Source: an optimization exercise on an open RTL-to-GDS flow (aim: small area, a short achievable clock period and few clock cycles). Production flows keep margins and buffers that such runs may drop.
RTL that was checked went through simulation tests only; none was proved equivalent to the original.
Only the layout flow was run in run 1; the RTL was not checked for function there.
Power is estimated from default activity; no workload was simulated.

File: config.mk
export PLATFORM = sky130hd
export DESIGN_NAME = mips_top
export DESIGN_NICKNAME = mips_top
export VERILOG_FILES = /design/flow/design.v
export SDC_FILE = /design/flow/constraint.sdc
export NUM_CORES = 8
export LEC_CHECK = 0
export CAP_MARGIN = 20
export CORE_MARGIN = 2
export CORE_UTILIZATION = 40
export PLACE_DENSITY = 0.6
export SLEW_MARGIN = 20
File: design.v
module mips_top (input         clk,
                 input         rst,
                 input         port_sel,
                 input         port_en,
                 input  [31:0] user_input,
                 input  [31:0] mem_rdata,
                 output [7:0]  mem_addr,
                 output [31:0] mem_wdata,
                 output        mem_we,
                 output [31:0] outport,
                 output        halted);
    reg [31:0] inport0, inport1, outp;
    always @(posedge clk) begin
        if (port_en && !port_sel) inport0 <= user_input;
        if (port_en &&  port_sel) inport1 <= user_input;
    end
    assign outport = outp;
    reg  [7:0]  ma;      
    reg         fv;      
    reg  [7:0]  ra;      
    reg  [7:0]  da;      
    reg         dv;      
    reg         dbp;     
    reg         btb_v;
    reg  [7:0]  btb_a, btb_t;
    reg         mwe;
    reg  [31:0] mwd;
    assign mem_addr  = ma;
    assign mem_we    = mwe;
    assign mem_wdata = mwd;
    reg         ldm;     
    reg  [4:0]  ldm_rt;
    reg         ldw;     
    reg  [4:0]  ldw_rt;
    reg         hlt;
    assign halted = hlt;
    reg  [31:0] ir;
    reg         iv;
    reg         ir_bp;   
    reg  [31:0] rpc;     
    reg         xv;
    reg  [31:0] xa, xb;  
    reg  [31:0] xalt;    
    reg  [15:0] ximm;
    reg  [4:0]  x_wa;    
    reg         x_wr;    
    reg         x_sub, x_rsum, x_rand, x_ror, x_rxor, x_rsll, x_rsrl, x_rslt;
    reg         x_lw, x_sw, x_beq, x_bne, x_pred, x_jr, x_mult, x_sgn, x_halt;
    reg         w_we;
    reg  [4:0]  w_wa;
    reg  [31:0] w_wd;
    wire [5:0]  op    = ir[31:26];
    wire [5:0]  fn    = ir[5:0];
    wire [4:0]  rs    = ir[25:21];
    wire [4:0]  rt    = ir[20:16];
    wire [4:0]  rd    = ir[15:11];
    wire [15:0] imm   = ir[15:0];
    wire rtype   = (op == 6'h00);
    wire f_addu  = rtype && (fn == 6'h21);
    wire f_subu  = rtype && (fn == 6'h23);
    wire f_and   = rtype && (fn == 6'h24);
    wire f_or    = rtype && (fn == 6'h25);
    wire f_xor   = rtype && (fn == 6'h26);
    wire f_sll   = rtype && (fn == 6'h00);
    wire f_srl   = rtype && (fn == 6'h02 || fn == 6'h03);
    wire f_slt   = rtype && (fn == 6'h2a || fn == 6'h2b);
    wire f_mult  = rtype && (fn == 6'h18 || fn == 6'h19);
    wire f_mfhi  = rtype && (fn == 6'h10);
    wire f_mflo  = rtype && (fn == 6'h12);
    wire f_jr    = rtype && (fn == 6'h08);
    wire i_add   = (op == 6'h09) || (op == 6'h0a);
    wire i_and   = (op == 6'h0c);
    wire i_or    = (op == 6'h0d);
    wire i_xor   = (op == 6'h0e);
    wire i_sub   = (op == 6'h10);
    wire i_lw    = (op == 6'h23);
    wire i_sw    = (op == 6'h2b);
    wire i_beq   = (op == 6'h04);
    wire i_bne   = (op == 6'h05);
    wire i_j     = (op == 6'h02);
    wire i_jal   = (op == 6'h03);
    wire i_halt  = (op == 6'h3f);
    wire lw_p0   = i_lw && (imm == 16'hFFF8);
    wire lw_p1   = i_lw && (imm == 16'hFFFC);
    wire lw_mem  = i_lw && !lw_p0 && !lw_p1;
    wire i_alu   = i_add || i_and || i_or || i_xor || i_sub;
    wire branch  = i_beq || i_bne;
    wire pred    = ir_bp || imm[7];   
    wire r_wr = rtype ? !(f_mult || f_jr) :
                (i_alu || lw_p0 || lw_p1 || i_jal);
    wire [4:0] r_wa = rtype ? rd : (i_jal ? 5'd31 : rt);
    wire [31:0] rf_a, rf_b;
    register_file i_rf (.clk(clk), .rst(rst), .we(w_we), .wa(w_wa), .wd(w_wd),
                        .ra0(rs), .ra1(rt), .rd0(rf_a), .rd1(rf_b));
    wire        mbusy;
    wire [31:0] hi, lo;
    wire        x_exec  = xv && !ldw && !hlt;
    wire        x_free  = !xv || x_exec;
    wire        x_free_d = !(xv && ldw);       
    wire [31:0] sum     = xa + (x_sub ? ~xb : xb) + {31'd0, x_sub};
    wire        lt      = (xa[31] ^ xb[31]) ? xa[31] : sum[31];
    wire [31:0] x_res   = ({32{x_rsum}} & sum)
                        | ({32{x_rand}} & (xa & xb))
                        | ({32{x_ror}}  & (xa | xb))
                        | ({32{x_rxor}} & (xa ^ xb))
                        | ({32{x_rsll}} & (xb << ximm[10:6]))
                        | ({32{x_rsrl}} & (xb >> ximm[10:6]))
                        | {31'd0, x_rslt & lt};
    mips_mul i_mul (.clk(clk), .rst(rst), .start(x_exec && x_mult), .sgn(x_sgn),
                    .a(xa), .b(xb), .busy(mbusy), .hi(hi), .lo(lo));
    wire        eq       = (xa == xb);
    wire        taken    = (x_beq && eq) || (x_bne && !eq);
    wire        mispred  = (x_beq || x_bne) && (taken != x_pred);
    wire        x_redir  = x_exec && (mispred || x_jr);
    wire [31:0] xtarget  = x_jr ? xa : xalt;
    wire [9:0]  dsum     = xa[9:0] + ximm[9:0];
    wire [31:0] zimm_x   = {16'd0, ximm};
    wire [31:0] K        = 32'h0000FFFC;
    wire [31:0] cneed    = xa ^ zimm_x ^ K;
    wire [31:0] cgen     = {(xa[30:0] & zimm_x[30:0]) | ((xa[30:0] ^ zimm_x[30:0]) & ~K[30:0]), 1'b0};
    wire        to_port  = (cneed == cgen);
    wire        x_mem    = x_exec && (x_lw || (x_sw && !to_port));
    function automatic ldhit(input [4:0] l);
        ldhit = (l != 5'd0) && (rs == l || rt == l || (rtype && rd == l) || (i_jal && l == 5'd31));
    endfunction
    wire haz = (xv && x_lw && ldhit(x_wa)) || (ldm && ldhit(ldm_rt)) || (ldw && ldhit(ldw_rt)) ||
               ((f_mfhi || f_mflo) && (mbusy || (xv && x_mult)));
    wire r_adv   = iv && x_free_d && !haz;      
    wire r_go    = r_adv && !hlt && !x_redir;
    wire r_jump  = i_j || i_jal || (branch && pred);
    wire r_redir = r_go && r_jump && !ir_bp;
    wire [31:0] rpc4    = rpc + 32'd4;
    wire [31:0] btarget = {rpc[31:2] + {14'd0, imm} + 30'd1, 2'b00};
    wire [31:0] rtarget = (i_j || i_jal) ? {rpc4[31:28], ir[25:0], 2'b00} : btarget;
    wire a_zero = lw_p0 || lw_p1 || i_jal || f_mfhi || f_mflo;
    wire b_rt   = !(i_alu || lw_p0 || lw_p1 || i_jal || f_mfhi || f_mflo);
    wire fxa = xv && x_wr && (x_wa == rs) && !a_zero;
    wire fxb = xv && x_wr && (x_wa == rt) && b_rt;
    wire fwa = w_we && (w_wa == rs);
    wire fwb = w_we && (w_wa == rt);
    wire [31:0] a_base = a_zero ? 32'd0 : (fwa ? w_wd : rf_a);
    reg  [31:0] b_base;
    always @(*) begin
        if (i_alu)       b_base = {16'd0, imm};
        else if (lw_p0)  b_base = inport0;
        else if (lw_p1)  b_base = inport1;
        else if (i_jal)  b_base = rpc4;
        else if (f_mfhi) b_base = hi;
        else if (f_mflo) b_base = lo;
        else             b_base = fwb ? w_wd : rf_b;
    end
    wire [31:0] a_next = fxa ? x_res : a_base;
    wire [31:0] b_next = fxb ? x_res : b_base;
    wire ir_free = r_adv || !iv;
    wire btb_hit = btb_v && fv && (ma == btb_a);
    wire accept  = dv && !x_redir && !r_redir && ir_free;
    wire drop    = dv && !x_redir && !ir_free;
    reg [7:0] seq_next;
    always @(*) begin
        if (x_redir)      seq_next = xtarget[9:2];
        else if (drop)    seq_next = da;
        else if (r_redir) seq_next = rtarget[9:2];
        else if (!fv)     seq_next = ra;
        else if (btb_hit) seq_next = btb_t;
        else              seq_next = ma + 8'd1;
    end
    always @(posedge clk) begin
        if (rst) begin
            ma     <= 8'd0;
            fv     <= 1'b1;
            dv     <= 1'b0;
            mwe    <= 1'b0;
            ldm    <= 1'b0;
            ldw    <= 1'b0;
            iv     <= 1'b0;
            xv     <= 1'b0;
            w_we   <= 1'b0;
            rpc    <= 32'd0;
            hlt    <= 1'b0;
            btb_v  <= 1'b0;
        end else begin
            if (r_redir) begin
                btb_v <= 1'b1;
                btb_a <= rpc[9:2];
                btb_t <= rtarget[9:2];
            end
            dv <= fv && !x_redir && !drop && !r_redir;
            if (x_mem) begin
                ma <= dsum[9:2];
                fv <= 1'b0;
            end else begin
                ma <= seq_next;
                fv <= 1'b1;
            end
            if (x_redir)
                iv <= 1'b0;
            else if (ir_free)
                iv <= accept;
            if (x_redir)
                rpc <= xtarget;
            else if (r_go)
                rpc <= r_jump ? rtarget : rpc4;
            if (r_go)
                xv <= 1'b1;
            else if (x_exec)
                xv <= 1'b0;
            mwe  <= x_exec && x_sw && !to_port;
            ldm  <= x_exec && x_lw;
            ldw  <= ldm;
            w_we <= ldw ? (ldw_rt != 5'd0) : (x_exec && x_wr);
            if (x_exec && x_halt)
                hlt <= 1'b1;
        end
    end
    always @(posedge clk) begin
        if (rst)
            outp <= 32'd0;
        else if (x_exec && x_sw && to_port)
            outp <= xb;
    end
    always @(posedge clk) begin
        da <= ma;
        if (x_mem)
            ra <= seq_next;
        dbp <= btb_hit;
        if (ir_free) begin
            ir    <= mem_rdata;
            ir_bp <= dbp;
        end
        if (x_free_d) begin
            xa     <= a_next;
            xb     <= b_next;
            xalt   <= pred ? rpc4 : btarget;
            ximm   <= imm;
            x_wa   <= r_wa;
            x_wr   <= r_wr && (r_wa != 5'd0);
            x_sub  <= f_subu || i_sub || f_slt;
            x_rsum <= !(f_and || i_and || f_or || i_or || f_xor || i_xor || f_sll || f_srl || f_slt);
            x_rand <= f_and || i_and;
            x_ror  <= f_or  || i_or;
            x_rxor <= f_xor || i_xor;
            x_rsll <= f_sll;
            x_rsrl <= f_srl;
            x_rslt <= f_slt;
            x_lw   <= lw_mem;
            x_sw   <= i_sw;
            x_beq  <= i_beq;
            x_bne  <= i_bne;
            x_pred <= pred;
            x_jr   <= f_jr;
            x_mult <= f_mult;
            x_sgn  <= !fn[0];
            x_halt <= i_halt;
        end
        mwd    <= xb;
        ldm_rt <= x_wa;
        ldw_rt <= ldm_rt;
        if (ldw) begin
            w_wa <= ldw_rt;
            w_wd <= mem_rdata;
        end else begin
            w_wa <= x_wa;
            w_wd <= x_res;
        end
    end
endmodule
module register_file (input             clk,
                      input             rst,
                      input             we,
                      input      [4:0]  wa,
                      input      [31:0] wd,
                      input      [4:0]  ra0,
                      input      [4:0]  ra1,
                      output     [31:0] rd0,
                      output     [31:0] rd1);
    reg  [31:0] vld;
    wire [31:0] wsel = we ? (32'd1 << wa) : 32'd0;
    always @(posedge clk)
        if (rst)
            vld <= 32'd0;
        else
            vld <= (vld | wsel) & 32'hFFFFFFFE;
    wire [31:0] rv [0:31];
    assign rv[0] = 32'd0;
    genvar r;
    generate
        for (r = 1; r < 32; r = r + 1) begin : g_reg
            reg [31:0] q;
            always @(posedge clk)
                if (wsel[r])
                    q <= wd;
            assign rv[r] = q;
        end
    endgenerate
    assign rd0 = rv[ra0] & {32{vld[ra0]}};
    assign rd1 = rv[ra1] & {32{vld[ra1]}};
endmodule
module mips_mul (input             clk,
                 input             rst,
                 input             start,
                 input             sgn,
                 input      [31:0] a,
                 input      [31:0] b,
                 output            busy,
                 output     [31:0] hi,
                 output     [31:0] lo);
    reg [32:0] ma;     
    reg [35:0] mb;     
    reg [33:0] acc;    
    reg [3:0]  cnt;    
    reg        one0, two0, neg0, one1, two1, neg1;    
    assign busy = (cnt != 4'd0);
    assign hi   = {acc[27:0], mb[35:32]};
    assign lo   = mb[31:0];
    function [2:0] booth(input [2:0] t);
        case (t)
            3'b001, 3'b010: booth = 3'b100;    
            3'b011:         booth = 3'b010;    
            3'b100:         booth = 3'b011;    
            3'b101, 3'b110: booth = 3'b101;    
            default:        booth = 3'b000;    
        endcase
    endfunction
    wire [37:0] ax   = {{5{ma[32]}}, ma};
    wire [37:0] sel0 = one0 ? ax : (two0 ? {ax[36:0], 1'b0} : 38'd0);
    wire [37:0] sel1 = one1 ? ax : (two1 ? {ax[36:0], 1'b0} : 38'd0);
    wire [37:0] r0   = sel0 ^ {38{neg0}};                     
    wire [37:0] r1x  = sel1 ^ {38{neg1}};
    wire [37:0] r1   = {r1x[35:0], neg1, neg1};               
    wire [37:0] r2   = {{4{acc[33]}}, acc};
    wire [37:0] s    = r0 ^ r1 ^ r2;
    wire [37:0] c    = {((r0 & r1) | (r0 & r2) | (r1 & r2)), neg0};
    wire [37:0] sum  = s + c + {37'd0, neg1};
    wire [35:0] bx   = {sgn ? {4{b[31]}} : 4'b0, b};
    always @(posedge clk) begin
        if (rst) begin
            acc <= 34'd0;
            mb  <= 36'd0;
            cnt <= 4'd0;
        end else if (start) begin
            mb  <= bx;
            acc <= 34'd0;
            cnt <= 4'd9;
        end else if (busy) begin
            acc <= sum[37:4];
            mb  <= {sum[3:0], mb[35:4]};
            cnt <= cnt - 4'd1;
        end
    end
    always @(posedge clk) begin
        if (start) begin
            ma <= {sgn & a[31], a};
            {one0, two0, neg0} <= booth({bx[1], bx[0], 1'b0});
            {one1, two1, neg1} <= booth({bx[3], bx[2], bx[1]});
        end else begin
            {one0, two0, neg0} <= booth({mb[5], mb[4], mb[3]});
            {one1, two1, neg1} <= booth({mb[7], mb[6], mb[5]});
        end
    end
endmodule
File: flow/run.sh
#!/bin/bash
# Standard ORFS layout (standard.sh: the standard flow's synthesis and flow), with
# repair_timing asked for 10 ns of setup slack at the 14 ns clock, so
# that the critical paths are optimised past the point where the
# constraint alone would stop. The constraints themselves are unchanged.
set -o pipefail
bash standard.sh SETUP_SLACK_MARGIN=10 finish > standard.log 2>&1
File: constraint.sdc
create_clock -name core_clock -period 14.0 [get_ports {clk}]
set_input_delay 2.8000 -clock core_clock [delete_from_list [all_inputs] [get_ports {clk}]]
set_output_delay 2.8000 -clock core_clock [all_outputs]
set_load 0.01 [all_outputs]
File: standard.sh
#!/bin/bash
# synth_recipe.tcl (not shown) runs the flow's synth.tcl, then flattens the netlist and writes it again
# the make line also repeats each setting of config.mk as NAME=value (left out here)
make -C /OpenROAD-flow-scripts/flow DESIGN_CONFIG=/design/flow/config.mk WORK_HOME=/design/flow/orfs CLKGATE_MAP_FILE= SYNTH_SCRIPT=/design/flow/synth_recipe.tcl "${@:-finish}"
==> metrics.yaml, run 1 <==
synthesis:
  yosys_warnings: 3
  netlist_area_mm2: 0.0785
  synth-seq-area-share_pct: 56.2
  ys_seq_elements: 1562
  syn-num-nets: 7046
  ys_types: 98
  ys.flop_type: "edfxtp_1"
  avgSynthCellArea_um2: 11.6
  synth_edf_count: 1281
  async_flop_share_pct: 0
  syn_inst: 6757
clock_network:
  h-tree-depth: 4
  numCtsBuffers: 166
  clk_pin_slew_ns: 0.06
  tritoncts: "yes"
  clkLatencyLatePin_ns: 0.89
  cts_sinks: 1562
  clock_tree.buffer_depth: 3
  cts_root_buffer: "clkbuf_16"
setup_path:
  rr_worst_depth: 10
  crit_end: "xa[3]$_DFFE_PN_"
  reg2reg_to: "xa[3]$_DFFE_PN_"
  worstPathCellList: "buf_4, or3_1, nor2_4, buf_4, a221oi_1, nand4_1, nor3_2, o21ai_0, o21ai_0, nor2_1"
  cp.required_ns: 14.60
  r2r_slack_ns: 9.79
  crit_type: "flip-flop to flip-flop"
  worstPathMaxFanout: 20
  critical_path.max_stage_delay_ns: 0.70
  cp.arrival_ns: 4.80
  worstSetupStartpoint: "ir[23]$_DFFE_PP_"
  crit_slowest_cell: "nor2_4"
  start_kind: "flip-flop"
  r2r-start: "ir[23]$_DFFE_PP_"
  cp-end-kind: "flip-flop"
sta:
  slew_headroom_pct: 16.5
  layout_setup_ws_ns: 9.79
  timing.final.setup_violations: 0
  finalMaxSlewViolations: 0
  hold_viol: 0
  fmax_mhz: 238
  worstMarginPinSlew_ns: 1.24
  period_needed_ns: 4.21
  post-route-period-util_pct: 30.0
  finalClockSkew_ns: 0.0809
  setup_tns_ns: 0
  rsz0062_at_grt: "true"
routing:
  drtPass1Iterations: 13
  vias_per_cell: 7.14
  ant_nets: 0
  drc: 0
  vias: 69800
  wirelength_um: 392000
  wire_per_inst_um: 40.1
  first_iter_violations: 14500
final_layout:
  syn_to_final_growth_pct: 18.7
  drive_gt1_share_pct: 17.9
  n_fill_cell: 17400
  fin_nets: 7294
  fin_area_mm2: 0.0932
die:
  core_area_mm2: 0.195
  start_util_pct: 40.3
  io_pins: 142
  die_h_um: 447
  fp.dieW_um: 447
  dieArea_mm2: 0.200
  rows: 162
global_route:
  grt_pass1_vias: 64600
  antenna_found_initial: 37
  grt_pass1_wl_um: 527000
  track_usage_pct: 37.9
  grt_start_max_net_pins: 89
  overflow: 0
min_path:
  holdCritPathClass: "flip-flop to flip-flop"
placed_design:
  gp_congestion: 1.05
  dp_hpwl_um: 238000
  postPlaceCellArea_mm2: 0.0837
  port_buffers: 141
  place_ws_ns: 8.68
status:
  status: "complete, no violations"
flow_run:
  drv_cap: 0
power_and_ir_drop:
  powerDensity_mw_per_mm2: 123
  cellLeakagePower_nw: 32.7
  ir_drop_mv: 0.128
metrics by stage:
stage	total power, mW	utilization, %	hold WS, ns	cells
global placement	6.62	42.9	0.392	9240
detailed placement	6.62	42.9	0.396	9241
finish	11.4	47.8	0.426	9788
CTS	11.3	46.9	0.434	9672
floorplan	6.03	-	0.346	6757
global route	11.6	47.8	0.430	9770
cells in the final DEF, fill, tap and decap left out, types with 53 or more instances in the layout:
master / n
nor3_1: 102
xnor2_1: 154
clkbuf_16: 170
mux2_2: 53
edfxtp_1: 1281
nand2_1: 439
buf_4: 387
inv_1: 134
xor2_1: 123
a22o_1: 173
clkdlybuf4s50_1: 66
a211oi_1: 91
ha_1: 155
dfxtp_2: 66
nor2_1: 425
buf_6: 86
a222oi_1: 60
nor2_4: 100
dfxtp_1: 197
mux2i_1: 187
o21ai_0: 218
a21oi_1: 261
a221oi_1: 192
nand3_1: 195
a22oi_1: 606
nand4_1: 115
critical path, delay by kind of cell (launching register included):
family | cells | cell delay (ns)
buf+inv | 2 | 0.86
compound gates | 3 | 0.86
simple gates | 5 | 1.86
flops | 1 | 0.36
routing by layer:
metal,share of wire (%),track usage (%),vias up
li1,-,-,27100
met1,33,44.4,33500
met2,41,54.9,7028
met3,15,14.9,2277
met4,11,30.6,26
met5,0.048,0.366,-
where the power goes:
part / internal, mW / switching (mW)
Clock: 2.68 / 2.03
Sequential: 5.14 / 0.158
Combinational: 0.420 / 0.982
Yosys cell counts, types with 34 or more instances:
master / count / area [µm²]
nand3_1: 199 / 996
a311oi_1: 40 / 350
nor2b_1: 38 / 238
clkbuf_1: 364 / 1370
nand2_1: 451 / 1690
a22oi_1: 613 / 4600
a221oi_1: 198 / 1730
a21o_1: 39 / 293
nor2_1: 529 / 1990
nand4_1: 115 / 719
buf_2: 91 / 455
a21oi_1: 282 / 1410
xnor2_1: 159 / 1390
inv_1: 137 / 514
mux2i_1: 189 / 1890
nor4_1: 37 / 231
fa_1: 46 / 921
buf_1: 52 / 195
nand2b_1: 41 / 257
a31oi_1: 34 / 213
edfxtp_1: 1281 / 38500
o21ai_0: 235 / 1180
nor3_1: 122 / 611
a22o_1: 173 / 1520
xor2_1: 125 / 1090
ha_1: 175 / 2190
a211oi_1: 101 / 758
mux2_2: 53 / 597
a222oi_1: 60 / 601
dfxtp_1: 281 / 5630
and3_1: 34 / 213
timing repair:
action,CTS,global route
hold buffers,0,0
gates resized for setup,602,169
setup buffers,119,91
endpoints found under the setup margin,252,187
pin swaps,38,87
cloned,5,3
state kept, by name (all words and copies together) (netlist names), 16 cells and up:
| register | cells |
|---|---|
| i_rf.g.q | 992 |
| inport0 | 32 |
| xa | 32 |
| inport1 | 32 |
| rpc | 32 |
| ximm | 16 |
| xb | 32 |
| ir | 32 |
| outp | 32 |
| mwd | 32 |
| i_mul.ma | 33 |
| i_mul.acc | 34 |
| i_mul.mb | 36 |
| xalt | 32 |
| i_rf.vld | 31 |
| w_wd | 32 |
worst min path at each step:
stage	startpoint	endpoint	depth (start not counted)
2_1_floorplan	x_wa[0]$_DFFE_PN_	ldm_rt[0]$_DFF_P_	0
3_3_place_gp	dbp$_DFF_P_	ir_bp$_DFFE_PP_	0
3_5_place_dp	dbp$_DFF_P_	ir_bp$_DFFE_PP_	0
4_1_cts	ma[2]$_SDFF_PP0_	da[2]$_DFF_P_	0
5_1_grt	ma[2]$_SDFF_PP0_	da[2]$_DFF_P_	0
6_report	ma[2]$_SDFF_PP0_	da[2]$_DFF_P_	0
cell type report:
type / instances / area, µm² / area share, %
antenna: 20 / 50.0 / 0.0537
timing repair buffer: 594 / 5450 / 5.85
multi-input combinational: 4542 / 33900 / 36.4
clock buffer: 210 / 4390 / 4.71
inverter: 139 / 527 / 0.565
sequential: 1562 / 44200 / 47.5
tap: 2624 / 3280 / 3.52
clock inverter: 97 / 1350 / 1.45
cell families after synthesis:
| kind of cell | count (synthesis) | share of synthesized area (%) |
|---|---|---|
| simple gates | 1687 | 10.0 |
| compound gates | 2074 | 19.3 |
| fa+ha+maj | 221 | 3.96 |
| mux | 274 | 4.09 |
| xor+xnor | 284 | 3.17 |
| flops | 1562 | 56.2 |
| buf+inv | 655 | 3.33 |
==> inputs of run 2 (changes only) <==
--- a/design.v
+++ b/design.v
@@ -21,2 +21,3 @@
     reg  [7:0]  da;      
+    reg  [7:0]  da1;     
     reg         dv;      
@@ -43,2 +44,4 @@
     reg  [31:0] xalt;    
+    reg         mq;      
+    reg  [29:0] aq;      
     reg  [15:0] ximm;
@@ -87,3 +90,3 @@
     wire branch  = i_beq || i_bne;
-    wire pred    = ir_bp || imm[7];   
+    wire pred    = ir_bp;             
     wire r_wr = rtype ? !(f_mult || f_jr) :
@@ -101,2 +104,9 @@
     wire        lt      = (xa[31] ^ xb[31]) ? xa[31] : sum[31];
+    function [31:0] rev32(input [31:0] v);
+        integer i;
+        for (i = 0; i < 32; i = i + 1) rev32[i] = v[31 - i];
+    endfunction
+    wire [31:0] shin    = x_rsll ? rev32(xb) : xb;
+    wire [31:0] shr     = shin >> ximm[10:6];
+    wire [31:0] shout   = x_rsll ? rev32(shr) : shr;
     wire [31:0] x_res   = ({32{x_rsum}} & sum)
@@ -105,4 +115,3 @@
                         | ({32{x_rxor}} & (xa ^ xb))
-                        | ({32{x_rsll}} & (xb << ximm[10:6]))
-                        | ({32{x_rsrl}} & (xb >> ximm[10:6]))
+                        | ({32{x_rsll | x_rsrl}} & shout)
                         | {31'd0, x_rslt & lt};
@@ -130,3 +139,2 @@
     wire r_jump  = i_j || i_jal || (branch && pred);
-    wire r_redir = r_go && r_jump && !ir_bp;
     wire [31:0] rpc4    = rpc + 32'd4;
@@ -155,13 +163,17 @@
     wire btb_hit = btb_v && fv && (ma == btb_a);
-    wire accept  = dv && !x_redir && !r_redir && ir_free;
+    wire accept  = dv && !x_redir && ir_free;
+    wire d_op_j  = (mem_rdata[31:27] == 5'b00001);
+    wire d_op_b  = (mem_rdata[31:27] == 5'b00010) && mem_rdata[7];
+    wire d_jump  = accept && !dbp && (d_op_j || d_op_b);
+    wire [7:0] dtarget = d_op_j ? mem_rdata[7:0] : da1 + mem_rdata[7:0];
     wire drop    = dv && !x_redir && !ir_free;
-    reg [7:0] seq_next;
+    reg [7:0] seq_base;
     always @(*) begin
-        if (x_redir)      seq_next = xtarget[9:2];
-        else if (drop)    seq_next = da;
-        else if (r_redir) seq_next = rtarget[9:2];
-        else if (!fv)     seq_next = ra;
-        else if (btb_hit) seq_next = btb_t;
-        else              seq_next = ma + 8'd1;
+        if (x_redir)      seq_base = xtarget[9:2];
+        else if (drop)    seq_base = da;
+        else if (!fv)     seq_base = ra;
+        else if (btb_hit) seq_base = btb_t;
+        else              seq_base = ma + 8'd1;
     end
+    wire [7:0] seq_next = d_jump ? dtarget : seq_base;
     always @(posedge clk) begin
@@ -179,10 +191,11 @@
             hlt    <= 1'b0;
+            mq     <= 1'b0;
             btb_v  <= 1'b0;
         end else begin
-            if (r_redir) begin
+            if (d_jump && d_op_b) begin
                 btb_v <= 1'b1;
-                btb_a <= rpc[9:2];
-                btb_t <= rtarget[9:2];
+                btb_a <= da;
+                btb_t <= dtarget;
             end
-            dv <= fv && !x_redir && !drop && !r_redir;
+            dv <= fv && !x_redir && !drop && !d_jump;
             if (x_mem) begin
@@ -198,4 +211,7 @@
                 iv <= accept;
-            if (x_redir)
-                rpc <= xtarget;
+            mq <= x_exec && mispred;
+            if (x_exec && x_jr)
+                rpc <= xa;
+            else if (mq)
+                rpc <= {aq, 2'b00};
             else if (r_go)
@@ -221,3 +237,5 @@
     always @(posedge clk) begin
-        da <= ma;
+        da  <= ma;
+        da1 <= ma + 8'd1;
+        aq  <= xalt[31:2];
         if (x_mem)
@@ -227,3 +245,3 @@
             ir    <= mem_rdata;
-            ir_bp <= dbp;
+            ir_bp <= dbp || d_jump;
         end
==> flow/run.sh (replaced) <==
#!/bin/bash
set -o pipefail
bash standard.sh SETUP_SLACK_MARGIN=10 finish > standard.log 2>&1
--- a/config.mk
+++ b/config.mk
@@ -9,4 +9,6 @@
 export CORE_MARGIN = 2
-export CORE_UTILIZATION = 40
-export PLACE_DENSITY = 0.6
+export CORE_UTILIZATION = 55
+export CTS_CLUSTER_DIAMETER = 60
+export CTS_CLUSTER_SIZE = 20
+export PLACE_DENSITY = 0.7
 export SLEW_MARGIN = 20
==> metrics.yaml, run 2 <==
status:
  status: "complete, no violations"
min_path:
  holdCritPathClass: "flip-flop to flip-flop"
final_layout:
  final_common_cell: "edfxtp_1"
  largest_register_ffs: 992  # unchanged
  n_fill_cell: 10700  # -38%
  final_cell_mix: "1,279 x edfxtp_1, 613 x a22oi_1, 470 x nand2_1"
  drive_gt1_share_pct: 18.5  # +0.60 points
  syn_to_final_growth_pct: 16.3
  fin_util_pct: 64.6  # +17 points
  fin_nets: 7287  # -0.096%
  reg_top3: "i_rf.g.q: 992 flops, i_mul.mb: 36 flops, i_mul.acc: 34 flops"
  top_register: "i_rf.g.q"
sta:
  worstMarginPinSlew_ns: 1.33  # +0.0836 ns
  setup_tns_ns: 0  # unchanged
  period_needed_ns: 4.17  # -0.0351 ns
  timing.final.setup_violations: 0  # unchanged
  rsz0062_at_grt: "true"
  finalMaxSlewViolations: 0  # unchanged
  fmax_mhz: 240  # +0.84%
  slew_headroom_pct: 11.3  # -5.2 points
  hold_viol: 0  # unchanged
  post-route-period-util_pct: 29.8  # -0.25 points
  finalClockSkew_ns: 0.0453  # -0.0356 ns
die:
  rows: 138  # -15%
  dieArea_mm2: 0.146  # -27%
  start_util_pct: 55.5  # +15 points
  io_pins: 142  # unchanged
  die_h_um: 383  # -14%
  fp.dieW_um: 383  # -14%
  core_area_mm2: 0.142  # -27%
synthesis:
  synth_most_common_cell: "edfxtp_1"
  synth_top_area_share_pct: 48.7  # -0.26 points
  syn_inst: 6702  # -0.81%
  synth-seq-area-share_pct: 56.9  # +0.70 points
  syn-num-nets: 6999  # -0.67%
  yosys_warnings: 3  # unchanged
  netlist_area_mm2: 0.0788  # +0.38%
  ys.flop_type: "edfxtp_1"
  synth_edf_count: 1279  # -0.16%
  ys_seq_elements: 1599  # +2.4%
  ys_types: 89  # -9.2%
  synth_area_leaders: "edfxtp_1 49%, dfxtp_1 8.1%, a22oi_1 5.9%"
  synth_top_area_cell: "edfxtp_1"
  synth_common_cells: "1,279 x edfxtp_1, 621 x a22oi_1, 493 x nor2_1"
  avgSynthCellArea_um2: 11.8  # +1.2%
  async_flop_share_pct: 0  # unchanged
clock_network:
  cts-hold-fix-buffers: 0  # unchanged
  cts_root_buffer: "clkbuf_16"
  numCtsBuffers: 130  # -22%
  tritoncts: "yes"
  h-tree-depth: 4  # unchanged
  clock_tree.buffer_depth: 3  # unchanged
  cts_sinks: 1599  # +2.4%
  clkLatencyLatePin_ns: 0.82  # -0.07 ns
  clk_pin_slew_ns: 0.09  # +0.03 ns
routing:
  wire_per_inst_um: 42.5  # +6.0%
  vias: 70900  # +1.5%
  first_iter_violations: 14400  # -0.45%
  drc: 0  # unchanged
  wirelength_um: 382000  # -2.6%
  drtPass1Iterations: 10  # -3
  vias_per_cell: 7.88  # +10%
  ant_nets: 0  # unchanged
global_route:
  grt_busiest_layer: "met2"
  antenna_found_initial: 28  # -24%
  overflow: 0  # unchanged
  met3_usage_pct: 23.6  # +8.7 points
  use_met2_pct: 70.6  # +16 points
  grt_start_max_net_pins: 70  # -21%
  grt_pass1_wl_um: 517000  # -1.9%
  grt_use_met1_pct: 60.3  # +16 points
  track_usage_pct: 50.9  # +13 points
  grt_pass1_vias: 65200  # +0.94%
setup_path:
  crit_type: "flip-flop to flip-flop"
  crit_end: "xb[16]$_DFFE_PN_"
  start_kind: "flip-flop"
  cp.arrival_ns: 4.81  # about the same
  worstPathMaxFanout: 32  # +60%
  worstSetupStartpoint: "ir[17]$_DFFE_PP_"
  rr_worst_depth: 11  # +1
  reg2reg_to: "xb[16]$_DFFE_PN_"
  r2r_slack_ns: 9.83  # +0.04 ns
  cp-end-kind: "flip-flop"
  r2r-start: "ir[17]$_DFFE_PP_"
  cp.required_ns: 14.64  # +0.04 ns
placed_design:
  dp_hpwl_um: 231000  # -3.0%
  gp_congestion: 1.07  # +2.4%
  port_buffers: 141  # unchanged
power_and_ir_drop:
  powerDensity_mw_per_mm2: 124  # +1.5%
  ir_drop_mv: 0.138  # +7.1%
  p_total_mw: 11.4  # about the same
  cellLeakagePower_nw: 32.3  # -0.98%
flow_run:
  drv_cap: 0  # unchanged
## run 2: routing by layer
layer | vias to the layer above | share of wire [%] | routed length, µm
met1 | 33700 | 32 | 121000
met3 | 2483 | 17 | 65400
met2 | 7752 | 40 | 152000
met5 | - | 0.16 | 601
met4 | 30 | 11 | 43000
li1 | 26900 | - | -
## run 2: cell type report
type                       count  area [µm²]  share of cell area [%]
antenna                       21        52.6                  0.0573
clock buffer                 146        3480                    3.80
clock inverter                81         993                    1.08
inverter                     161         624                   0.681
multi-input combinational   4464       33600                    36.7
sequential                  1599       44900                    49.0
tap                         1890        2360                    2.58
timing repair buffer         634        5590                    6.10
## run 2: stage by stage
stage,cells,hold slack (ns),cell area [µm²],setup slack [ns]
after floorplan,6702,0.323,78900,9.39
after global placement,8490,0.323,83400,7.79
after detailed placement,8490,0.327,83400,7.80
after CTS,8894,0.327,90300,9.88
after global routing,8976,0.340,91600,9.70
final,8996,0.327,91700,9.83
## run 2: how the worst min path moves through the flow
| stage | startpoint | to | slack, ns | cells after the start |
|---|---|---|---|---|
| floorplan | xalt[12]$_DFFE_PN_ | aq[10]$_DFF_P_ | 0.32 | 0 |
| global placement | xalt[27]$_DFFE_PN_ | aq[25]$_DFF_P_ | 0.32 | 0 |
| detailed placement | xalt[29]$_DFFE_PN_ | aq[27]$_DFF_P_ | 0.33 | 0 |
| CTS | xalt[31]$_DFFE_PN_ | aq[29]$_DFF_P_ | 0.33 | 0 |
| global route | xalt[17]$_DFFE_PN_ | aq[15]$_DFF_P_ | 0.34 | 0 |
| finish | xalt[31]$_DFFE_PN_ | aq[29]$_DFF_P_ | 0.33 | 0 |
## run 2: where the power goes
part | internal (mW) | switching [mW] | total [mW]
logic | 0.537 | 1.19 | 1.73
clock network | 2.00 | 1.95 | 3.95
registers | 5.43 | 0.297 | 5.73
total | 7.96 | 3.44 | 11.4
## run 2: cells by family after synthesis
group / after synthesis / synth area share (%)
and+or+nand+nor: 1662 / 9.80
buffers and inverters: 641 / 3.18
adders and majority gates: 229 / 4.08
AOI/OAI and AO/OA: 2043 / 18.9
muxes: 229 / 3.89
xor gates and xnor gates: 299 / 3.32
DFF: 1599 / 56.9
## run 2: worst max-delay path: stages (launching register included)
cell and delay [ns]:
edfxtp_1 0.43, buf_8 0.23, nor2_1 0.41, and3_2 0.71
buf_6 0.51, a222oi_1 0.17, and3_1 0.18, a31oi_1 0.22
a211oi_2 0.16, a211oi_1 0.46, o221ai_1 0.21, o21ai_0 0.27
## run 2: timing repair
| action | 4_1_cts | 5_1_grt |
|---|---|---|
| endpoints found under the hold margin | 0 | 0 |
| buffers inserted | 172 | 77 |
| gates resized for setup | 609 | 158 |
| setup endpoints to repair | 289 | 223 |
| pin swaps | 90 | 70 |
| gates cloned | 5 | 1 |
Testbench counts of run 2, summed over its fixed seeds: cycles 195,314.
==> inputs of run 3 (changes only) <==
--- a/config.mk
+++ b/config.mk
@@ -10,4 +10,4 @@
 export CORE_UTILIZATION = 55
-export CTS_CLUSTER_DIAMETER = 60
-export CTS_CLUSTER_SIZE = 20
+export CTS_CLUSTER_DIAMETER = 80
+export CTS_CLUSTER_SIZE = 25
 export PLACE_DENSITY = 0.7
==> metrics.yaml, run 3 <==
routing:
  drc: 0  # unchanged
  vias: 70700  # -0.23%
  first_iter_violations: 14400  # -0.15%
  wire_per_inst_um: 42.8  # +0.67%
  drtPass1Iterations: 12  # +2
  wirelength_um: 381000  # -0.23%
  ant_nets: 0  # unchanged
  vias_per_cell: 7.93  # +0.67%
synthesis:
  synth_most_common_cell: "edfxtp_1"
  synth_edf_count: 1279  # unchanged
  yosys_warnings: 3  # unchanged
  synth_top_area_cell: "edfxtp_1"
  syn-num-nets: 6999  # unchanged
  synth_area_leaders: "edfxtp_1 49%, dfxtp_1 8.1%, a22oi_1 5.9%"
  ys_seq_elements: 1599  # unchanged
  synth_top_area_share_pct: 48.7  # unchanged
  synth_common_cells: "1,279 x edfxtp_1, 621 x a22oi_1, 493 x nor2_1"
  async_flop_share_pct: 0  # unchanged
  avgSynthCellArea_um2: 11.8  # unchanged
  netlist_area_mm2: 0.0788  # unchanged
  syn_inst: 6702  # unchanged
  synth-seq-area-share_pct: 56.9  # unchanged
  ys.flop_type: "edfxtp_1"
  ys_types: 89  # unchanged
global_route:
  antenna_found_initial: 28  # unchanged
  overflow: 0  # unchanged
  track_usage_pct: 50.7  # -0.22 points
  grt_start_max_net_pins: 70  # unchanged
  grt_pass1_wl_um: 515000  # -0.33%
  grt_pass1_vias: 64600  # -0.85%
sta:
  finalClockSkew_ns: 0.0849  # +0.0396 ns
  timing.final.setup_violations: 0  # unchanged
  setup_tns_ns: 0  # unchanged
  fmax_mhz: 233  # -2.7%
  slew_headroom_pct: 15.4  # +4.1 points
  finalMaxSlewViolations: 0  # unchanged
  rsz0062_at_grt: "true"
  layout_setup_ws_ns: 9.71  # -0.115 ns
  post-route-period-util_pct: 30.6  # +0.82 points
  period_needed_ns: 4.29  # +0.115 ns
  whs_ns: 0.346  # +0.0190 ns
  worstMarginPinSlew_ns: 1.26  # -0.0658 ns
  hold_viol: 0  # unchanged
clock_network:
  clk_pin_slew_ns: 0.10  # about the same
  numCtsBuffers: 84  # -35%
  tritoncts: "yes"
  cts-hold-fix-buffers: 0  # unchanged
  cts_root_buffer: "clkbuf_16"
  clkLatencyLatePin_ns: 0.77  # -0.05 ns
  h-tree-depth: 3  # -1
  cts_sinks: 1599  # unchanged
  clock_tree.buffer_depth: 3  # unchanged
final_layout:
  largest_register_ffs: 992  # unchanged
  syn_to_final_growth_pct: 13.9
  top_register: "i_rf.g.q"
  fin_util_pct: 63.3  # -1.3 points
  drive_gt1_share_pct: 17.2  # -1.4 points
  reg_top3: "i_rf.g.q: 992 flops, i_mul.mb: 36 flops, i_mul.acc: 34 flops"
  final_common_cell: "edfxtp_1"
  final_cell_mix: "1,279 x edfxtp_1, 610 x a22oi_1, 470 x nand2_1"
  fin_nets: 7236  # -0.70%
power_and_ir_drop:
  p_clk_share_pct: 28.1  # -6.5 points
  p_sw_mw: 3.17  # -8.0%
  powerDensity_mw_per_mm2: 115  # -7.3%
  cellLeakagePower_nw: 31.4  # -2.9%
  combPwrFrac_pct: 16.8  # +1.6 points
  seqPwrFrac_pct: 55.1  # +4.9 points
  ir_drop_mv: 0.103  # -25%
  swShare_pct: 30.6  # +0.40 points
  p_total_mw: 10.4  # -9.2%
  internal-power_mw: 7.19  # -9.7%
placed_design:
  place_ws_ns: 7.80  # unchanged
  port_buffers: 141  # unchanged
  dp_hpwl_um: 231000  # unchanged
  gp_congestion: 1.07  # unchanged
setup_path:
  critical_path.max_stage_delay_ns: 0.68  # -0.03 ns
  worstPathMaxFanout: 22  # -31%
  crit_slowest_cell: "buf_4"
  worstPathCellList: "buf_4, nand3b_1, nor2_4, buf_4, a22oi_1, nand2_1, nor4_1, a21oi_1, a211oi_2, nor3_1, nor3_1, nor3_1"
  cp.arrival_ns: 4.90  # +0.09 ns
  crit_type: "flip-flop to flip-flop"
  cp-end-kind: "flip-flop"
  cp.required_ns: 14.61  # -0.03 ns
  start_kind: "flip-flop"
  cp_common_cell: "nor3_1"
die:
  start_util_pct: 55.5  # unchanged
  io_pins: 142  # unchanged
  die_h_um: 383  # unchanged
  rows: 138  # unchanged
  fp.dieW_um: 383  # unchanged
  core_area_mm2: 0.142  # unchanged
  dieArea_mm2: 0.146  # unchanged
status:
  status: "complete, no violations"
min_path:
  holdCritPathClass: "flip-flop to flip-flop"
flow_run:
  drv_cap: 0  # unchanged
==> run 3: what timing repair did <==
item                                    4_1_cts  5_1_grt
endpoints found under the setup margin      291      175
gates resized for setup                     574      159
pin swaps                                    80       92
hold endpoints to repair                      0        0
gates cloned                                  7        1
setup buffers                               177       64
==> run 3: worst paths after layout <==
| path | slack, ns | cells after the start | start | end |
|---|---|---|---|---|
| setup reg to reg | 9.71 | 12 | ir[19]$_DFFE_PP_ | xb[2]$_DFFE_PN_ |
| hold reg to reg | 0.35 | 0 | xalt[31]$_DFFE_PN_ | aq[29]$_DFF_P_ |
| hold / removal | 0.35 | 0 | xalt[31]$_DFFE_PN_ | aq[29]$_DFF_P_ |
| setup / recovery | 9.71 | 12 | ir[19]$_DFFE_PP_ | xb[2]$_DFFE_PN_ |
==> run 3: worst max-delay path: cells and delay by family (launching register included) <==
kind | cells | cell delay (ns)
flops | 1 | 0.37
compound gates | 3 | 1.09
buf+inv | 2 | 0.94
simple gates | 7 | 1.68
==> run 3: power by group through the flow <==
stage / combinational (mW) / clock [mW] / sequential [mW]
2_1_floorplan: 0.787 / 0 / 5.70
3_3_place_gp: 1.41 / 0 / 5.85
5_1_grt: 1.75 / 3.04 / 5.73
3_5_place_dp: 1.42 / 0 / 5.86
4_1_cts: 1.57 / 2.88 / 5.70
6_report: 1.74 / 2.91 / 5.71
==> run 3: stage by stage <==
step,area (µm²),cells
after floorplan,78900,6702
after global placement,83400,8490
after detailed placement,83400,8490
after CTS,88500,8826
after global routing,89800,8895
final,89800,8916
==> run 3: layer usage <==
metal	track usage, %	wire (µm)
met3	22.7	65600
met4	40.8	43900
met1	60.5	120000
met2	70.5	151000
met5	1.42	690
==> run 3: cell type report <==
type / count / area, µm²
inverter: 161 / 621
clock buffer: 117 / 2290
multi-input combinational: 4464 / 33600
fill: 10900 / 52100
clock inverter: 35 / 458
tap: 1890 / 2360
sequential: 1599 / 44900
timing repair buffer: 629 / 5460
antenna: 21 / 52.6
==> run 3: kinds of logic after synthesis <==
kind of cell               synth area share, %
AOI/OAI and AO/OA                         18.9
and+or+nand+nor                           9.80
DFF                                       56.9
buffers and inverters                     3.18
xor gates and xnor gates                  3.32
muxes                                     3.89
adders and majority gates                 4.08
==> inputs of run 4 (changes only) <==
--- a/design.v
+++ b/design.v
@@ -37,2 +37,5 @@
     assign halted = hlt;
+    reg         rst_q;
+    always @(posedge clk)
+        rst_q <= rst;
     reg  [31:0] ir;
@@ -94,5 +97,8 @@
     wire [4:0] r_wa = rtype ? rd : (i_jal ? 5'd31 : rt);
+    wire a_zero = lw_p0 || lw_p1 || i_jal || f_mfhi || f_mflo;
+    wire b_rt   = !(i_alu || lw_p0 || lw_p1 || i_jal || f_mfhi || f_mflo);
     wire [31:0] rf_a, rf_b;
-    register_file i_rf (.clk(clk), .rst(rst), .we(w_we), .wa(w_wa), .wd(w_wd),
-                        .ra0(rs), .ra1(rt), .rd0(rf_a), .rd1(rf_b));
+    register_file i_rf (.clk(clk), .rst(rst_q), .we(w_we), .wa(w_wa), .wd(w_wd),
+                        .ra0(rs), .ra1(rt), .en0(!a_zero), .en1(b_rt),
+                        .rd0(rf_a), .rd1(rf_b));
     wire        mbusy;
@@ -117,3 +123,3 @@
                         | {31'd0, x_rslt & lt};
-    mips_mul i_mul (.clk(clk), .rst(rst), .start(x_exec && x_mult), .sgn(x_sgn),
+    mips_mul i_mul (.clk(clk), .rst(rst_q), .start(x_exec && x_mult), .sgn(x_sgn),
                     .a(xa), .b(xb), .busy(mbusy), .hi(hi), .lo(lo));
@@ -142,19 +148,12 @@
     wire [31:0] rtarget = (i_j || i_jal) ? {rpc4[31:28], ir[25:0], 2'b00} : btarget;
-    wire a_zero = lw_p0 || lw_p1 || i_jal || f_mfhi || f_mflo;
-    wire b_rt   = !(i_alu || lw_p0 || lw_p1 || i_jal || f_mfhi || f_mflo);
     wire fxa = xv && x_wr && (x_wa == rs) && !a_zero;
     wire fxb = xv && x_wr && (x_wa == rt) && b_rt;
-    wire fwa = w_we && (w_wa == rs);
-    wire fwb = w_we && (w_wa == rt);
-    wire [31:0] a_base = a_zero ? 32'd0 : (fwa ? w_wd : rf_a);
-    reg  [31:0] b_base;
-    always @(*) begin
-        if (i_alu)       b_base = {16'd0, imm};
-        else if (lw_p0)  b_base = inport0;
-        else if (lw_p1)  b_base = inport1;
-        else if (i_jal)  b_base = rpc4;
-        else if (f_mfhi) b_base = hi;
-        else if (f_mflo) b_base = lo;
-        else             b_base = fwb ? w_wd : rf_b;
-    end
+    wire [31:0] a_base = rf_a;
+    wire [31:0] b_base = rf_b
+                       | ({32{i_alu}}  & {16'd0, imm})
+                       | ({32{lw_p0}}  & inport0)
+                       | ({32{lw_p1}}  & inport1)
+                       | ({32{i_jal}}  & rpc4)
+                       | ({32{f_mfhi}} & hi)
+                       | ({32{f_mflo}} & lo);
     wire [31:0] a_next = fxa ? x_res : a_base;
@@ -189,3 +188,2 @@
             w_we   <= 1'b0;
-            rpc    <= 32'd0;
             hlt    <= 1'b0;
@@ -194,6 +192,6 @@
         end else begin
-            if (d_jump && d_op_b) begin
+            if (iv && branch && pred) begin
                 btb_v <= 1'b1;
-                btb_a <= da;
-                btb_t <= dtarget;
+                btb_a <= rpc[9:2];
+                btb_t <= btarget[9:2];
             end
@@ -212,8 +210,2 @@
             mq <= x_exec && mispred;
-            if (x_exec && x_jr)
-                rpc <= xa;
-            else if (mq)
-                rpc <= {aq, 2'b00};
-            else if (r_go)
-                rpc <= r_jump ? rtarget : rpc4;
             if (r_go)
@@ -237,2 +229,12 @@
     always @(posedge clk) begin
+            if (rst_q)
+                rpc <= 32'd0;
+            else if (x_exec && x_jr)
+                rpc <= xa;
+            else if (mq)
+                rpc <= {aq, 2'b00};
+            else if (r_go)
+                rpc <= r_jump ? rtarget : rpc4;
+    end
+    always @(posedge clk) begin
         da  <= ma;
@@ -291,2 +293,4 @@
                       input      [4:0]  ra1,
+                      input             en0,     
+                      input             en1,
                       output     [31:0] rd0,
@@ -312,4 +316,18 @@
     endgenerate
-    assign rd0 = rv[ra0] & {32{vld[ra0]}};
-    assign rd1 = rv[ra1] & {32{vld[ra1]}};
+    wire fw0 = en0 && we && (wa == ra0) && (wa != 5'd0);
+    wire fw1 = en1 && we && (wa == ra1) && (wa != 5'd0);
+    wire [31:0] sel0 = (32'd1 << ra0) & vld & {32{en0 && !fw0}};
+    wire [31:0] sel1 = (32'd1 << ra1) & vld & {32{en1 && !fw1}};
+    reg  [31:0] o0, o1;
+    integer k;
+    always @(*) begin
+        o0 = {32{fw0}} & wd;
+        o1 = {32{fw1}} & wd;
+        for (k = 1; k < 32; k = k + 1) begin
+            o0 = o0 | ({32{sel0[k]}} & rv[k]);
+            o1 = o1 | ({32{sel1[k]}} & rv[k]);
+        end
+    end
+    assign rd0 = o0;
+    assign rd1 = o1;
 endmodule
--- a/config.mk
+++ b/config.mk
@@ -10,4 +10,4 @@
 export CORE_UTILIZATION = 55
-export CTS_CLUSTER_DIAMETER = 80
-export CTS_CLUSTER_SIZE = 25
+export CTS_CLUSTER_DIAMETER = 60
+export CTS_CLUSTER_SIZE = 20
 export PLACE_DENSITY = 0.7
==> metrics.yaml, run 4 <==
status:
  status: "did not finish"
  stop_stage: "global routing"
  error: "[ERROR GRT-0232] Routing congestion too high. Check the congestion heatmap in the GUI."
synthesis:
  yosys_warnings: 3  # unchanged
  synth_area_leaders: "edfxtp_1 49%, dfxtp_1 8.2%, a22oi_1 4.6%"
  avgSynthCellArea_um2: 12.0  # +1.9%
  ys.flop_type: "edfxtp_1"
  syn-num-nets: 6843  # -2.2%
  synth_top_area_share_pct: 49.0  # +0.25 points
  ys_types: 91  # +2.2%
  synth_most_common_cell: "edfxtp_1"
  syn_inst: 6546  # -2.3%
  synth_edf_count: 1279  # unchanged
  synth_top_area_cell: "edfxtp_1"
  netlist_area_mm2: 0.0784  # -0.52%
  ys_seq_elements: 1600  # +0.063%
  synth_common_cells: "1,279 x edfxtp_1, 482 x a22oi_1, 448 x nand2_1"
  async_flop_share_pct: 0  # unchanged
  synth-seq-area-share_pct: 57.2  # +0.32 points
global_route:
  grt_start_max_net_pins: 80
  track_usage_pct: 56.2
  overflow: 1
clock_network:
  cts-hold-fix-buffers: 0  # unchanged
  numCtsBuffers: 135  # +61%
  cts_root_buffer: "clkbuf_16"
  h-tree-depth: 4  # +1
  clock_tree.buffer_depth: 3  # unchanged
  cts_sinks: 1600  # +0.063%
die:
  io_pins: 142  # unchanged
  start_util_pct: 55.4  # -0.15 points
  die_h_um: 382  # -0.26%
  fp.dieW_um: 382  # -0.26%
  rows: 138  # unchanged
placed_design:
  port_buffers: 141  # unchanged
  postPlaceCellArea_mm2: 0.0833  # about the same
  dp_hpwl_um: 241000  # +4.4%
  place_inst: 8387  # -1.2%
  gp_congestion: 1.07  # -0.54%
-- run 4: changes by cell type after synthesis, sizes merged, moves of 33 or more --
cell,delta
mux2i,-48
a222oi,+43
a22o,+38
a21oi,-62
clkbuf,-43
nor2,-93
inv,-33
nor4,+40
buf,+40
nand4,+66
a22oi,-139
o21ai,-71
a221oi,+46
-- run 4: through the flow --
step / power [mW] / setup WS (ns)
CTS: 10.0 / 9.86
global placement: 6.03 / 7.51
floorplan: 5.76 / 9.47
detailed placement: 6.04 / 7.86
-- run 4: cell families after synthesis --
kind of cell	count (synthesis)	share of synthesized area, %
flip-flops	1600	57.2
AO/OA/AOI/OAI	1947	18.8
buffers and inverters	605	3.07
AND/OR/NAND/NOR	1695	10.6
adder cells (fa/ha/maj)	229	4.10
multiplexers	179	2.97
XOR/XNOR	291	3.25
-- run 4: what timing repair did --
action / CTS
setup endpoints to repair: 279
pin swaps: 61
gates cloned: 22
resized for setup: 776
setup buffers: 206
hold endpoints to repair: 0
-- run 4: how the worst max path moves through the flow --
stage	cells after the start	start	slack, ns	to
floorplan	12	mem_rdata[0]	9.47	ma[6]$_SDFF_PP0_
global placement	11	ir[28]$_DFFE_PN_	7.51	xb[12]$_DFFE_PN_
detailed placement	14	ir[28]$_DFFE_PN_	7.86	xb[11]$_DFFE_PN_
CTS	1	ma[7]$_SDFF_PP0_	9.86	mem_addr[7]
-- run 4: power by group through the flow --
stage	clock, mW	combinational (mW)	sequential, mW
floorplan	0	0.400	5.36
global placement	0	0.610	5.42
detailed placement	0	0.621	5.42
CTS	4.07	0.673	5.30
-- run 4: metal layers --
metal	overflow	global-route usage (%)
met1	0	62.0
met2	1	75.7
met3	0	32.2
met4	0	49.9
met5	0	7.24
Testbench counts of run 4, summed over its fixed seeds: cycles 195,314.
==> inputs of run 5 (changes only) <==
--- a/design.v
+++ b/design.v
@@ -24,3 +24,5 @@
     reg         dbp;     
-    reg         btb_v;
+    reg         dtk;     
+    reg         btb_v, btb_1, btb_2, btb_f;
+    reg  [7:0]  ras;
     reg  [7:0]  btb_a, btb_t;
@@ -43,2 +45,3 @@
     reg         ir_bp;   
+    reg         ir_btb;  
     reg  [31:0] rpc;     
@@ -53,6 +56,3 @@
     reg         x_sub, x_rsum, x_rand, x_ror, x_rxor, x_rsll, x_rsrl, x_rslt;
-    reg         x_lw, x_sw, x_beq, x_bne, x_pred, x_jr, x_mult, x_sgn, x_halt;
-    reg         w_we;
-    reg  [4:0]  w_wa;
-    reg  [31:0] w_wd;
+    reg         x_lw, x_sw, x_beq, x_bne, x_pred, x_jr, x_mult, x_sgn, x_halt, x_btb;
     wire [5:0]  op    = ir[31:26];
@@ -100,2 +100,5 @@
     wire [31:0] rf_a, rf_b;
+    reg         w_we;
+    reg  [4:0]  w_wa;
+    reg  [31:0] w_wd;
     register_file i_rf (.clk(clk), .rst(rst_q), .we(w_we), .wa(w_wa), .wd(w_wd),
@@ -128,3 +131,4 @@
     wire        mispred  = (x_beq || x_bne) && (taken != x_pred);
-    wire        x_redir  = x_exec && (mispred || x_jr);
+    wire        jr_miss  = x_jr && (xa[9:2] != rpc[9:2]);
+    wire        x_redir  = x_exec && (mispred || jr_miss);
     wire [31:0] xtarget  = x_jr ? xa : xalt;
@@ -141,9 +145,11 @@
     wire haz = (xv && x_lw && ldhit(x_wa)) || (ldm && ldhit(ldm_rt)) || (ldw && ldhit(ldw_rt)) ||
-               ((f_mfhi || f_mflo) && (mbusy || (xv && x_mult)));
+               ((f_mfhi || f_mflo) && (mbusy || (xv && x_mult))) ||
+               (xv && x_jr);                  
     wire r_adv   = iv && x_free_d && !haz;      
     wire r_go    = r_adv && !hlt && !x_redir;
-    wire r_jump  = i_j || i_jal || (branch && pred);
+    wire r_jump  = i_j || i_jal || f_jr || (branch && pred);
     wire [31:0] rpc4    = rpc + 32'd4;
     wire [31:0] btarget = {rpc[31:2] + {14'd0, imm} + 30'd1, 2'b00};
-    wire [31:0] rtarget = (i_j || i_jal) ? {rpc4[31:28], ir[25:0], 2'b00} : btarget;
+    wire [31:0] rtarget = (i_j || i_jal) ? {rpc4[31:28], ir[25:0], 2'b00} :
+                          f_jr ? {rpc[31:10], ras, 2'b00} : btarget;
     wire fxa = xv && x_wr && (x_wa == rs) && !a_zero;
@@ -162,2 +168,4 @@
     wire btb_hit = btb_v && fv && (ma == btb_a);
+    wire btb_x   = btb_f ? btb_2 : btb_1;
+    wire btb_tk  = btb_hit && !btb_x;
     wire accept  = dv && !x_redir && ir_free;
@@ -165,4 +173,5 @@
     wire d_op_b  = (mem_rdata[31:27] == 5'b00010) && mem_rdata[7];
-    wire d_jump  = accept && !dbp && (d_op_j || d_op_b);
-    wire [7:0] dtarget = d_op_j ? mem_rdata[7:0] : da1 + mem_rdata[7:0];
+    wire d_op_jr = (mem_rdata[31:26] == 6'd0) && (mem_rdata[5:0] == 6'h08);
+    wire d_jump  = accept && !dbp && (d_op_j || d_op_b || d_op_jr);
+    wire [7:0] dtarget = d_op_j ? mem_rdata[7:0] : d_op_jr ? ras : da1 + mem_rdata[7:0];
     wire drop    = dv && !x_redir && !ir_free;
@@ -173,3 +182,3 @@
         else if (!fv)     seq_base = ra;
-        else if (btb_hit) seq_base = btb_t;
+        else if (btb_tk)  seq_base = btb_t;
         else              seq_base = ma + 8'd1;
@@ -187,11 +196,26 @@
             xv     <= 1'b0;
-            w_we   <= 1'b0;
             hlt    <= 1'b0;
+            w_we   <= 1'b0;
             mq     <= 1'b0;
             btb_v  <= 1'b0;
+            ras    <= 8'd0;
         end else begin
-            if (iv && branch && pred) begin
+            if (d_jump && d_op_j && mem_rdata[26])
+                ras <= da1;
+            if (iv && branch && pred && !(btb_v && btb_a == rpc[9:2])) begin
                 btb_v <= 1'b1;
+                btb_1 <= 1'b0;
+                btb_2 <= 1'b0;
+                btb_f <= 1'b0;
                 btb_a <= rpc[9:2];
                 btb_t <= btarget[9:2];
+            end else begin
+                if (x_exec && (x_beq || x_bne) && (x_btb || x_pred)) begin
+                    btb_1 <= taken && (xa == 32'd1) && (xb == 32'd0);
+                    btb_2 <= taken && (xa == 32'd2) && (xb == 32'd0);
+                end
+                if (btb_hit)
+                    btb_f <= 1'b1;
+                else if (x_exec && (x_beq || x_bne) && (x_btb || x_pred))
+                    btb_f <= 1'b0;
             end
@@ -210,2 +234,3 @@
             mq <= x_exec && mispred;
+            w_we <= ldw ? (ldw_rt != 5'd0) : (x_exec && x_wr);
             if (r_go)
@@ -217,3 +242,2 @@
             ldw  <= ldm;
-            w_we <= ldw ? (ldw_rt != 5'd0) : (x_exec && x_wr);
             if (x_exec && x_halt)
@@ -245,5 +269,7 @@
         dbp <= btb_hit;
+        dtk <= btb_tk;
         if (ir_free) begin
             ir    <= mem_rdata;
-            ir_bp <= dbp || d_jump;
+            ir_bp  <= (dbp && dtk) || d_jump;
+            ir_btb <= dbp;
         end
@@ -269,2 +295,3 @@
             x_pred <= pred;
+            x_btb  <= ir_btb;
             x_jr   <= f_jr;
@@ -277,9 +304,4 @@
         ldw_rt <= ldm_rt;
-        if (ldw) begin
-            w_wa <= ldw_rt;
-            w_wd <= mem_rdata;
-        end else begin
-            w_wa <= x_wa;
-            w_wd <= x_res;
-        end
+        w_wa   <= ldw ? ldw_rt : x_wa;
+        w_wd   <= ldw ? mem_rdata : x_res;
     end
@@ -297,9 +319,4 @@
                       output     [31:0] rd1);
-    reg  [31:0] vld;
     wire [31:0] wsel = we ? (32'd1 << wa) : 32'd0;
-    always @(posedge clk)
-        if (rst)
-            vld <= 32'd0;
-        else
-            vld <= (vld | wsel) & 32'hFFFFFFFE;
+    wire [31:0] wbus = rst ? 32'd0 : wd;
     wire [31:0] rv [0:31];
@@ -311,4 +328,4 @@
             always @(posedge clk)
-                if (wsel[r])
-                    q <= wd;
+                if (rst || wsel[r])
+                    q <= wbus;
             assign rv[r] = q;
@@ -318,4 +335,4 @@
     wire fw1 = en1 && we && (wa == ra1) && (wa != 5'd0);
-    wire [31:0] sel0 = (32'd1 << ra0) & vld & {32{en0 && !fw0}};
-    wire [31:0] sel1 = (32'd1 << ra1) & vld & {32{en1 && !fw1}};
+    wire [31:0] sel0 = (32'd1 << ra0) & {32{en0 && !fw0}};
+    wire [31:0] sel1 = (32'd1 << ra1) & {32{en1 && !fw1}};
     reg  [31:0] o0, o1;
==> flow/run.sh (replaced) <==
#!/bin/bash
set -o pipefail
bash standard.sh SETUP_SLACK_MARGIN=10 \
    "BUFFER_PORTS_ARGS=-buffer_cell sky130_fd_sc_hd__buf_4" \
    finish > standard.log 2>&1
--- a/config.mk
+++ b/config.mk
@@ -9,6 +9,6 @@
 export CORE_MARGIN = 2
-export CORE_UTILIZATION = 55
+export CORE_UTILIZATION = 50
 export CTS_CLUSTER_DIAMETER = 60
 export CTS_CLUSTER_SIZE = 20
-export PLACE_DENSITY = 0.7
+export PLACE_DENSITY = 0.65
 export SLEW_MARGIN = 20
==> metrics.yaml, run 5 <==
min_path:
  holdCritPathClass: "flip-flop to flip-flop"
clock_network:
  cts-hold-fix-buffers: 0  # unchanged
  tritoncts: "yes"
  clkLatencyLatePin_ns: 0.85
  cts_sinks: 1583  # -1.1%
  numCtsBuffers: 139  # +3.0%
  h-tree-depth: 4  # unchanged
  clk_pin_slew_ns: 0.08
  clock_tree.buffer_depth: 3  # unchanged
  cts_root_buffer: "clkbuf_16"
global_route:
  grt_pass1_wl_um: 595000
  track_usage_pct: 54.0
  grt_start_max_net_pins: 81
  overflow: 0
  grt_pass1_vias: 68600
  antenna_found_initial: 52
power_and_ir_drop:
  seqPwrFrac_pct: 46.3
  swShare_pct: 36.2
  ir_drop_mv: 0.192
  internal-power_mw: 9.36
  powerDensity_mw_per_mm2: 146
  combPwrFrac_pct: 25.0
  cellLeakagePower_nw: 36.9
  p_sw_mw: 5.30
  p_clk_share_pct: 28.7
routing:
  vias: 78500
  drc: 0
  ant_nets: 0
  drtPass1Iterations: 22
  first_iter_violations: 18400
  vias_per_cell: 8.09
  wire_per_inst_um: 48.2
  wirelength_um: 469000
sta:
  hold_viol: 0
  layout_setup_ws_ns: 9.52
  worstMarginPinSlew_ns: 1.28
  finalClockSkew_ns: 0.0584
  period_needed_ns: 4.48
  fmax_mhz: 223
  rsz0062_at_grt: "true"
  slew_headroom_pct: 14.0
  finalMaxSlewViolations: 0
  timing.final.setup_violations: 0
  setup_tns_ns: 0
  post-route-period-util_pct: 32.0
die:
  dieArea_mm2: 0.162
  io_pins: 142  # unchanged
  die_h_um: 403  # +5.6%
  core_area_mm2: 0.158
  start_util_pct: 50.3  # -5.0 points
  fp.dieW_um: 403  # +5.6%
  rows: 146  # +5.8%
synthesis:
  synth_common_cells: "1,284 x edfxtp_1, 594 x nand2_1, 484 x a22oi_1"
  synth_edf_count: 1284  # +0.39%
  synth-seq-area-share_pct: 55.9  # -1.2 points
  syn-num-nets: 7124  # +4.1%
  async_flop_share_pct: 0  # unchanged
  syn_inst: 6819  # +4.2%
  synth_area_leaders: "edfxtp_1 48%, dfxtp_1 7.5%, a22oi_1 4.6%"
  ys.flop_type: "edfxtp_1"
  synth_top_area_cell: "edfxtp_1"
  avgSynthCellArea_um2: 11.7  # -2.5%
  netlist_area_mm2: 0.0796  # +1.6%
  synth_most_common_cell: "edfxtp_1"
  yosys_warnings: 3  # unchanged
  ys_seq_elements: 1583  # -1.1%
  ys_types: 96  # +5.5%
  synth_top_area_share_pct: 48.4  # -0.57 points
final_layout:
  reg_top3: "i_rf.g.q: 992 flops, i_mul.mb: 36 flops, i_mul.acc: 34 flops"
  n_fill_cell: 12100
  largest_register_ffs: 992
  drive_gt1_share_pct: 27.3
  top_register: "i_rf.g.q"
  fin_nets: 7787
  final_common_cell: "edfxtp_1"
  syn_to_final_growth_pct: 26.5
  final_cell_mix: "1,284 x edfxtp_1, 634 x buf_4, 558 x nand2_1"
placed_design:
  place_ws_ns: 8.09  # +0.225 ns
  dp_hpwl_um: 269000  # +11%
  port_buffers: 141  # unchanged
  gp_congestion: 1.05  # -1.5%
setup_path:
  r2r_slack_ns: 9.52
  start_kind: "flip-flop"
  crit_type: "flip-flop to flip-flop"
  cp.arrival_ns: 5.05
  cp-end-kind: "flip-flop"
  cp.required_ns: 14.57
  worstPathMaxFanout: 36
flow_run:
  drv_cap: 0
status:
  status: "complete, no violations"
[run 5: logic make-up after synthesis]
kind of cell | count (synthesis) | share of synthesized area, %
buffers and inverters | 660 | 3.28
adder cells (fa/ha/maj) | 237 | 4.17
flip-flops | 1583 | 55.9
AO/OA/AOI/OAI | 1988 | 18.6
AND/OR/NAND/NOR | 1833 | 11.2
XOR/XNOR | 322 | 3.54
multiplexers | 196 | 3.29
[run 5: area by class of cell]
type                            count  area, µm²  share of cell area [%]
Timing Repair Buffer             1037      11500                    11.4
Multi-Input combinational cell   4577      36400                    36.1
Antenna cell                       53        133                   0.132
Tap cell                         2072       2590                    2.57
Clock inverter                     82        997                   0.990
Timing Repair inverter              2       10.0                 0.00994
Inverter                          142        569                   0.565
Clock buffer                      164       3820                    3.79
Sequential cell                  1583      44700                    44.4
[run 5: through the flow]
stage,power [mW],hold WS [ns],instances,util (%),instance area [µm²]
detailed placement,9.75,0.327,8872,53.6,84900
CTS,14.1,0.331,9393,60.3,95400
global placement,9.73,0.324,8870,53.6,84800
finish,14.7,0.327,9712,63.7,101000
floorplan,8.00,0.323,6819,-,79800
global route,14.8,0.336,9669,63.6,101000
[run 5: repair_timing]
action,in CTS,in global routing
pin swaps,161,311
setup buffers,243,243
endpoints found under the setup margin,334,265
resized for setup,667,501
gates cloned,32,21
[run 5: worst max-delay path, stage by stage, from the launching register on]
cell      delay (ns)
edfxtp_1        0.32
buf_4           0.56
buf_8           0.48
or2_4           0.46
nor2_1          0.10
buf_4           0.22
nand2_1         0.14
nor4_4          0.05
buf_12          0.27
a22oi_2         0.37
o211ai_1        0.60
nor4_1          0.44
a22oi_1         0.12
[run 5: path summary, 6_finish.rpt]
kind,start,end,depth (start not counted)
setup / recovery,ir[16]$_DFFE_PN_,xb[15]$_DFFE_PN_,12
hold reg to reg,xalt[16]$_DFFE_PN_,aq[14]$_DFF_P_,0
setup reg to reg,ir[16]$_DFFE_PN_,xb[15]$_DFFE_PN_,12
hold / removal,xalt[16]$_DFFE_PN_,aq[14]$_DFF_P_,0
[run 5: power by group through the flow]
stage	combinational [mW]	sequential, mW	clock [mW]
floorplan	1.49	6.51	0
global placement	2.91	6.82	0
detailed placement	2.94	6.81	0
CTS	3.21	6.68	4.17
global route	3.64	6.79	4.32
finish	3.67	6.79	4.20
[run 5: routing by layer]
metal | GRT usage, % | wire length, µm
met1 | 62.0 | 147000
met4 | 47.2 | 59900
met3 | 28.9 | 84100
met5 | 5.11 | 1900
met2 | 72.2 | 176000
Testbench counts of run 5, summed over its fixed seeds: cycles 184,562.

-- afterwards: timing with drivers on the ports --
In the flow no input, the clock included, has a driving cell. The finished layouts below were timed again as built, in two steps. Step 1 sets driving cells, clkbuf_16 on the clock port and buf_2 on the other inputs (assumed; they add their load-dependent delay and slew). Step 2, shift: input delay + t, output delay - t, t = (earliest + latest rising clock arrival at the registers) / 2. This alone moves slack from input paths to output paths. a / b / c = ideal ports / drivers / drivers and shift; a / b = the first two.
| run | t, ns | setup slack, ns | hold slack, ns | worst slew at a driven data input, ns |
|---|---|---|---|---|
| run 1 | 0.934 | 9.794 / 9.725 / 9.055 | 0.426 / 0.426 / 0.426 | 0.08 |
| run 2 | 0.885 | 9.830 / 9.804 / 9.064 | 0.327 / 0.327 / 0.327 | 0.21 |
| run 3 | 0.824 | 9.715 / 9.715 / 9.099 | 0.346 / 0.346 / 0.346 | 0.23 |
| run 5 | 0.913 | 9.521 / 9.521 / 8.776 | 0.327 / 0.327 / 0.327 | 0.09 |
After both steps setup and hold are still met in every run listed. The setup slack of run 2, which loses most, moves by -0.026 ns with the drivers and by -0.766 ns with both steps.
